Context: an optimization exercise on an open-source flow, tuned for small area and a short achievable clock period. The choices shown serve that exercise and are no tape-out recipe. No functional check of the RTL was part of this run.

[flow/run.sh]
#!/bin/bash
# The standard layout (the standard.sh), but without Yosys's full-adder
# extraction (ADDER_MAP_FILE empty): ABC then maps the adders itself, into
# faster gates than the fixed sky130 fa/ha cells. Registers are unchanged.
set -euo pipefail
bash standard.sh ADDER_MAP_FILE=  finish > standard_flow.log 2>&1
[standard.sh]
#!/bin/bash
# synth_recipe.tcl (not shown) runs the flow's synth.tcl, then flattens the netlist and writes it again
# the make line also repeats each setting of config.mk as NAME=value (left out here)
make -C /OpenROAD-flow-scripts/flow DESIGN_CONFIG=/design/flow/config.mk WORK_HOME=/design/flow/orfs CLKGATE_MAP_FILE= SYNTH_SCRIPT=/design/flow/synth_recipe.tcl "${@:-finish}"
[config.mk]
export PLATFORM = sky130hd
export DESIGN_NAME = mod
export DESIGN_NICKNAME = mod
export VERILOG_FILES = /design/flow/design.v
export SDC_FILE = /design/flow/constraint.sdc
export NUM_CORES = 4
export LEC_CHECK = 0
export ABC_AREA = 1
export CAP_MARGIN = 20
export CORE_MARGIN = 2
export CORE_UTILIZATION = 40
export SETUP_SLACK_MARGIN = 3.0
export SLEW_MARGIN = 20
[constraint.sdc]
create_clock -name core_clock -period 5.2 [get_ports {clk}]
set_input_delay 1.0400 -clock core_clock [delete_from_list [all_inputs] [get_ports {clk}]]
set_output_delay 1.0400 -clock core_clock [all_outputs]
set_load 0.01 [all_outputs]
[design.v]
`timescale 1ns / 1ps
module mod (
    input logic clk,
    input logic reset,
    input logic [15:0] samp,
    output logic pull,
    output logic pdata
);
    localparam logic [39:0] TH = 40'h00014CCCCC;
    logic [7:0]  cnt;
    logic [15:0] sv;
    logic [39:2] xb;
    logic [39:8] pb;
    logic [0:0] q;
    logic [1:1] cx, cx_n;
    logic [1:1] cp, cp_n;
    logic        q_out;     
    logic        pull_r;    
    wire [23:0] d0_0 = xb[25:2];
    wire o0 = 1'b0;
    wire [13:0] d1_0 = xb[39:26];
    wire [13:0] d1_1 = xb[39:26] + 14'd1;
    wire [13:0] d1_2 = xb[39:26] + 14'd2;
    wire s391_0 = d1_0[13];
    wire s391_1 = d1_1[13];
    wire s391_2 = d1_2[13];
    wire x39 = (o0 ? (cx[1] ? s391_2 : s391_1) : (cx[1] ? s391_1 : s391_0));
    wire z21_0 = ~|d1_0[12:0];
    wire z21_1 = ~|d1_1[12:0];
    wire z21_2 = ~|d1_2[12:0];
    wire z2 = (o0 ? (cx[1] ? z21_2 : z21_1) : (cx[1] ? z21_1 : z21_0));
    wire z250_0 = ~|d0_0[23:23];
    wire z25 = z250_0;
    wire z1 = z2 & z25;
    wire thge0_0 = d0_0[22:0] >= 23'd5452595;
    wire th = thge0_0;
    wire ttge0_0 = d0_0[23:0] >= 24'd10905190;
    wire tt = ttge0_0;
    wire c0 = !x39 & (!z1 | th);
    wire c1 = (x39 | !z2 | tt) & (!x39 | (z1 & !th));
    wire s1 = xb[8] ^ pb[8] ^ q[0];
    wire c2 = (xb[8] & pb[8]) | (xb[8] & q[0]) | (pb[8] & q[0]);
    wire s3 = xb[9] ^ pb[9] ^ q[0];
    wire c4 = (xb[9] & pb[9]) | (xb[9] & q[0]) | (pb[9] & q[0]);
    wire s5 = xb[10] ^ pb[10];
    wire c6 = xb[10] & pb[10];
    wire s7 = xb[11] ^ pb[11];
    wire c8 = xb[11] & pb[11];
    wire s9 = xb[12] ^ pb[12] ^ q[0];
    wire c10 = (xb[12] & pb[12]) | (xb[12] & q[0]) | (pb[12] & q[0]);
    wire s11 = xb[13] ^ pb[13] ^ q[0];
    wire c12 = (xb[13] & pb[13]) | (xb[13] & q[0]) | (pb[13] & q[0]);
    wire s13 = xb[14] ^ pb[14];
    wire c14 = xb[14] & pb[14];
    wire s15 = xb[15] ^ pb[15];
    wire c16 = xb[15] & pb[15];
    wire s17 = xb[16] ^ pb[16] ^ q[0];
    wire c18 = (xb[16] & pb[16]) | (xb[16] & q[0]) | (pb[16] & q[0]);
    wire s19 = xb[17] ^ pb[17] ^ q[0];
    wire c20 = (xb[17] & pb[17]) | (xb[17] & q[0]) | (pb[17] & q[0]);
    wire s21 = xb[18] ^ pb[18];
    wire c22 = xb[18] & pb[18];
    wire s23 = xb[19] ^ pb[19];
    wire c24 = xb[19] & pb[19];
    wire s25 = xb[20] ^ pb[20] ^ q[0];
    wire c26 = (xb[20] & pb[20]) | (xb[20] & q[0]) | (pb[20] & q[0]);
    wire s27 = xb[21] ^ pb[21] ^ q[0];
    wire c28 = (xb[21] & pb[21]) | (xb[21] & q[0]) | (pb[21] & q[0]);
    wire s29 = xb[22] ^ pb[22];
    wire c30 = xb[22] & pb[22];
    wire s31 = xb[23] ^ pb[23] ^ q[0];
    wire c32 = (xb[23] & pb[23]) | (xb[23] & q[0]) | (pb[23] & q[0]);
    wire s33 = xb[24] ^ pb[24] ^ q[0];
    wire c34 = (xb[24] & pb[24]) | (xb[24] & q[0]) | (pb[24] & q[0]);
    wire s35 = xb[25] ^ pb[25] ^ cp[1];
    wire c36 = (xb[25] & pb[25]) | (xb[25] & cp[1]) | (pb[25] & cp[1]);
    wire s37 = xb[26] ^ pb[26] ^ q[0];
    wire c38 = (xb[26] & pb[26]) | (xb[26] & q[0]) | (pb[26] & q[0]);
    wire s39 = xb[27] ^ pb[27] ^ q[0];
    wire c40 = (xb[27] & pb[27]) | (xb[27] & q[0]) | (pb[27] & q[0]);
    wire s41 = xb[28] ^ pb[28] ^ q[0];
    wire c42 = (xb[28] & pb[28]) | (xb[28] & q[0]) | (pb[28] & q[0]);
    wire s43 = xb[29] ^ pb[29] ^ q[0];
    wire c44 = (xb[29] & pb[29]) | (xb[29] & q[0]) | (pb[29] & q[0]);
    wire s45 = xb[30] ^ pb[30] ^ q[0];
    wire c46 = (xb[30] & pb[30]) | (xb[30] & q[0]) | (pb[30] & q[0]);
    wire s47 = xb[31] ^ pb[31] ^ q[0];
    wire c48 = (xb[31] & pb[31]) | (xb[31] & q[0]) | (pb[31] & q[0]);
    wire s49 = xb[32] ^ pb[32] ^ q[0];
    wire c50 = (xb[32] & pb[32]) | (xb[32] & q[0]) | (pb[32] & q[0]);
    wire s51 = xb[33] ^ pb[33] ^ q[0];
    wire c52 = (xb[33] & pb[33]) | (xb[33] & q[0]) | (pb[33] & q[0]);
    wire s53 = xb[34] ^ pb[34] ^ q[0];
    wire c54 = (xb[34] & pb[34]) | (xb[34] & q[0]) | (pb[34] & q[0]);
    wire s55 = xb[35] ^ pb[35] ^ q[0];
    wire c56 = (xb[35] & pb[35]) | (xb[35] & q[0]) | (pb[35] & q[0]);
    wire s57 = xb[36] ^ pb[36] ^ q[0];
    wire c58 = (xb[36] & pb[36]) | (xb[36] & q[0]) | (pb[36] & q[0]);
    wire s59 = xb[37] ^ pb[37] ^ q[0];
    wire c60 = (xb[37] & pb[37]) | (xb[37] & q[0]) | (pb[37] & q[0]);
    wire s61 = xb[38] ^ pb[38] ^ q[0];
    wire c62 = (xb[38] & pb[38]) | (xb[38] & q[0]) | (pb[38] & q[0]);
    wire s63 = xb[39] ^ pb[39] ^ q[0];
    wire c64 = (xb[39] & pb[39]) | (xb[39] & q[0]) | (pb[39] & q[0]);
    wire [24:0] xs65 = {1'b0, s35, s33, s31, s29, s27, s25, s23, s21, s19, s17, s15, s13, s11, s9, s7, s5, s3, s1, xb[7], xb[6], xb[5], xb[4], xb[3], xb[2]} + {1'b0, c34, c32, c30, c28, c26, c24, c22, c20, c18, c16, c14, c12, c10, c8, c6, c4, c2, 1'b0, 1'b0, 1'b0, q[0], q[0], 1'b0, q[0]} + 25'(1'b0);
    assign cx_n[1] = xs65[24];
    wire [14:0] xs66 = {1'b0, s63, s61, s59, s57, s55, s53, s51, s49, s47, s45, s43, s41, s39, s37} + {1'b0, c62, c60, c58, c56, c54, c52, c50, c48, c46, c44, c42, c40, c38, c36} + 15'(cx[1]);
    wire [17:0] ps67 = {1'b0, pb[24], pb[23], pb[22], pb[21], pb[20], pb[19], pb[18], pb[17], pb[16], pb[15], pb[14], pb[13], pb[12], pb[11], pb[10], pb[9], pb[8]} + {1'b0, q[0], sv[15], sv[14], sv[13], sv[12], sv[11], sv[10], sv[9], sv[8], sv[7], sv[6], sv[5], sv[4], sv[3], sv[2], sv[1], sv[0]} + 18'(1'b0);
    assign cp_n[1] = ps67[17];
    wire [15:0] ps68 = {1'b0, pb[39], pb[38], pb[37], pb[36], pb[35], pb[34], pb[33], pb[32], pb[31], pb[30], pb[29], pb[28], pb[27], pb[26], pb[25]} + {1'b0, q[0], q[0], q[0], q[0], q[0], q[0], q[0], q[0], q[0], q[0], q[0], q[0], q[0], q[0], q[0]} + 16'(cp[1]);
    wire [39:2] xb_n = {xs66[13], xs66[12], xs66[11], xs66[10], xs66[9], xs66[8], xs66[7], xs66[6], xs66[5], xs66[4], xs66[3], xs66[2], xs66[1], xs66[0], xs65[23], xs65[22], xs65[21], xs65[20], xs65[19], xs65[18], xs65[17], xs65[16], xs65[15], xs65[14], xs65[13], xs65[12], xs65[11], xs65[10], xs65[9], xs65[8], xs65[7], xs65[6], xs65[5], xs65[4], xs65[3], xs65[2], xs65[1], xs65[0]};
    wire [39:8] pb_n = {ps68[14], ps68[13], ps68[12], ps68[11], ps68[10], ps68[9], ps68[8], ps68[7], ps68[6], ps68[5], ps68[4], ps68[3], ps68[2], ps68[1], ps68[0], ps67[16], ps67[15], ps67[14], ps67[13], ps67[12], ps67[11], ps67[10], ps67[9], ps67[8], ps67[7], ps67[6], ps67[5], ps67[4], ps67[3], ps67[2], ps67[1], ps67[0]};
    always_ff @(posedge clk or posedge reset) begin
        if (reset) begin
            cnt <= 8'hFF;
            pull_r <= 1'b1;
            sv  <= '0;
            xb  <= '0;
            pb  <= '0;
            q   <= '0;
            q_out <= 1'b0;
            cx  <= '0;
            cp  <= '0;
        end else begin
            cnt <= cnt + 8'd1;
            pull_r <= (cnt == 8'hFE);
            if (cnt == 8'hFF) sv <= samp;
            xb  <= xb_n;
            pb  <= pb_n;
            cx  <= cx_n;
            cp  <= cp_n;
            q[0] <= q[0] ? c1 : c0;
            q_out <= q_out ? c1 : c0;
        end
    end
    assign pull  = pull_r;
    assign pdata = q_out;
endmodule
==> metrics.md <==
| Metric | Value |
|---|---|
| Status | timing/DRC/antenna clean |
| Hold endpoint | cnt[0]$_DFF_PP1_ |
| Port Buffer Count | 19 |
| Vias in the first global route | approximately 7,400 |
| Syn_nets | ~1,400 |
| Clock root cell | clkbuf_16 |
| First-pass GRT wire length | ~36,000 µm |
| Top cell type's share of synthesized area | approximately 27% |
| Reg-to-Reg End | xb[39]$_DFF_PP0_ |
| DR vias/cell | about 4.9 |
| WP buf/inv | 1 |
| Max incr delay on CP | approximately 0.52 ns |
| Clock-pin slew of the registers on the worst-case setup and hold paths | 0.07 ns |
| Worst path slowest cell | dfstp_2 |
| Max-slew violation count | 0 |
| DIE WIDTH | 147 µm |
| Worst Setup Path Type | reg -> out |
| Slew @ Worst Pin | between 0.5 and 0.6 ns |
| DP HPWL | 16,800 µm |
| Die ar. | between 20,000 and 25,000 µm² |
| Slew Limit Headroom | 64.4% |
| DR iter-0 viols | 527 |
| Distinct cell type count after synthesis | 44 |
| Initial antenna violation count | 0 |
| Clock buffer depth | 2 |
| Synth warn | 1 |
| Vias | 8,114 |
| Fillers | between 2,000 and 2,500 |
| Final critical-path share of the clock period | a little over two fifths |
| Share of cells above drive strength 1 | roughly 15% |
| TNS Setup | 0 ns |
| Ys async rst share | 100% |
| Fin. Hold Viols | 0 |
| 1st-pass router iterations | 5 |
| Final ANT Viol Nets | 0 |
| Hold path start | cnt[0]$_DFF_PP1_ |
| Diodes inserted | 0 |
| Number of synthesized flops with an enable pin | 0 |
| Register area share after synthesis | between 30% and 40% |
| DRC Markers | 0 |
| Cell family with most CP delay | flip-flops |
| Rows | between 50 and 60 |
| GRT overflow | 0 |
| # setup viols final | 0 |
| Starting density of the core | 40.7% |
| Achievable Freq | ~460 MHz |
| Footprint of the multi-input gates | approximately 5200 µm² |
| Req. time, crit path | 4.16 ns |
| R2R Setup Slk | approximately 3.1 ns |
| CP arrival | about 1.1 ns |
| TritonCTS clock tree | yes |
| Synth area leader | dfrtp_1 |
| Mean Syn Cell Area | 6.17 µm² |
| Critical path, cell by cell | clkdlybuf4s15_1 |
| Post-synth top flop | dfrtp_1 |
| Avg WL per Cell | between 10 and 15 µm |
| Number of I/O pins | 20 |
| Hold_buf cts | 0 |
| Nets@finish | about 1,400 |
| Final Skew | ~0.0075 ns |
| CTS buffer count | 9 |
| Non-Filler Instances | ~1,700 |
| Count leader, synth | nand2_1 |
| Worst Hold Path Cells | 1 |
| Post-synthesis register bit count | 99 |
| Cells on worst reg2reg path | 14 |
| CP startpoint kind | flip-flop |
| Post-synth top cells | nand2_1, inv_1, nor2_1 |
| Critical-path maximum fanout | 1 |
| Placeable Area | between 20,000 and 25,000 µm² |
| Die Ht | 147 µm |
| CTS H-tree depth | 3 |
| Clock Latency Late Sink | 0.36 ns |
| Routability congestion estimate | 0.916 |
| Total clock sinks | between 90 and 100 |
| Hold crit path type | reg -> reg |
| Layout area overhead | 17.0% |
| Total track usage | 20.8% |
| RSZ-0062 raised after global routing | true |
| CP Capture Type | output port |
| Syn Std Cell Area | ~8200 µm² |
| # placed instances | about 1,600 |
| Max-Cap Viols | 0 |
| Largest net degree at the start of global routing | 60 |
| Reg-to-reg critical path startpoint | q$_DFF_PP0_ |
| Post-route minimum period | 2.16 ns |
| Reg area | between 2000 and 2500 µm² |
| Post-Syn Instances | about 1,300 |
| Final WL | between 20,000 and 25,000 µm |
| Ranking of synthesized cells by area | dfrtp_1, nand2_1, inv_1, nor2_1, nand3_1 |
[state kept, by name, summed over array words and instances, names as in the netlist]
| register | count |
|---|---|
| cnt | 8 |
| cp | 1 |
| cx | 1 |
| pb | 32 |
| pull_r | 1 |
| q | 1 |
| q_out | 1 |
| sv | 16 |
| xb | 38 |
[cells in the final DEF (no fill, tap or decap), drive strengths merged, types with 4 or more instances in the layout]
cell type      count
nand2            480
inv              216
nor2             169
nand3            102
dfrtp             90
a21oi             61
xor2              46
o21ai             39
buf               24
nand4             23
clkdlybuf4s50     17
mux2              16
nor3              16
xnor2             15
clkbuf            10
dfstp              9
nand3b             6
nor4               6
a21boi             5
a31oi              4
a41oi              4
[area by class of cell]
class                           instances  share of cell area [%]
Clock buffer                            9                    2.34
Clock inverter                          7                   0.649
Inverter                              212                    8.57
Multi-Input combinational cell       1013                    53.8
Sequential cell                        99                    25.9
Tap cell                              270                    3.51
Timing Repair Buffer                   45                    5.26
[routing by layer]
metal,GRT usage (%),part of all wire [%],vias to the layer above
li1,-,-,4289
met1,30.5,50,3672
met2,33.1,45,142
met3,2.10,4.5,11
met4,4.90,0.84,0
met5,0,0,-
[through the flow]
step / hold slack, ns / area, µm² / util, % / setup slack, ns
floorplan: 0.455 / 8240 / - / 2.99
global placement: 0.469 / 8680 / 42.9 / 2.37
detailed placement: 0.480 / 8680 / 42.9 / 2.35
CTS: 0.499 / 9110 / 45.0 / 3.00
global route: 0.525 / 9640 / 47.6 / 2.92
finish: 0.492 / 9640 / 47.6 / 3.04
[worst max-delay path by stage]
stage | cells after the start | to | startpoint
final | 1 | pull | pull_r$_DFF_PP1_
after global routing | 15 | pb[39]$_DFF_PP0_ | q$_DFF_PP0_
after CTS | 12 | xb[36]$_DFF_PP0_ | q$_DFF_PP0_
after detailed placement | 11 | xb[14]$_DFF_PP0_ | q$_DFF_PP0_
after global placement | 11 | xb[36]$_DFF_PP0_ | q$_DFF_PP0_
after floorplan | 1 | cp$_DFF_PP0_ | reset
[kinds of logic after synthesis]
group	after synthesis	synth area share, %
xor+xnor	61	6.49
compound gates	129	8.93
buf+inv	223	11.0
mux	16	2.19
simple gates	807	41.1
flops	99	30.2
[timing repair]
item / CTS / global route
cloned: 1 / 1
setup buffers: 6 / 15
gates resized for setup: 19 / 124
endpoints found under the setup margin: 63 / 32
pin swaps: 1 / 24

[afterwards: timing with drivers on the ports]
In the flow no input, the clock included, has a driving cell. The finished layout below was timed again as built, in two steps.
Step 1: set_driving_cell puts a clkbuf_16 on clk and a buf_2 on each other input, an assumption about the parent block.
Step 2 adds t to the input delays and takes it off the output delays; t is the mean of the earliest and latest rising clock arrival at the registers after step 1. Input paths then give back, and output paths get back, about the clock's delay inside the block.
Three values: no drivers, after step 1, after step 2; two values: the first two.
t, ns: 0.401
setup WS [ns]: 3.036 / 2.994 / 3.073
hold WS [ns]: 0.492 / 0.492 / 0.492
After both steps setup and hold are still met in this run. For this run, drivers alone change the setup slack by -0.042 ns; drivers and shift together by +0.037 ns.
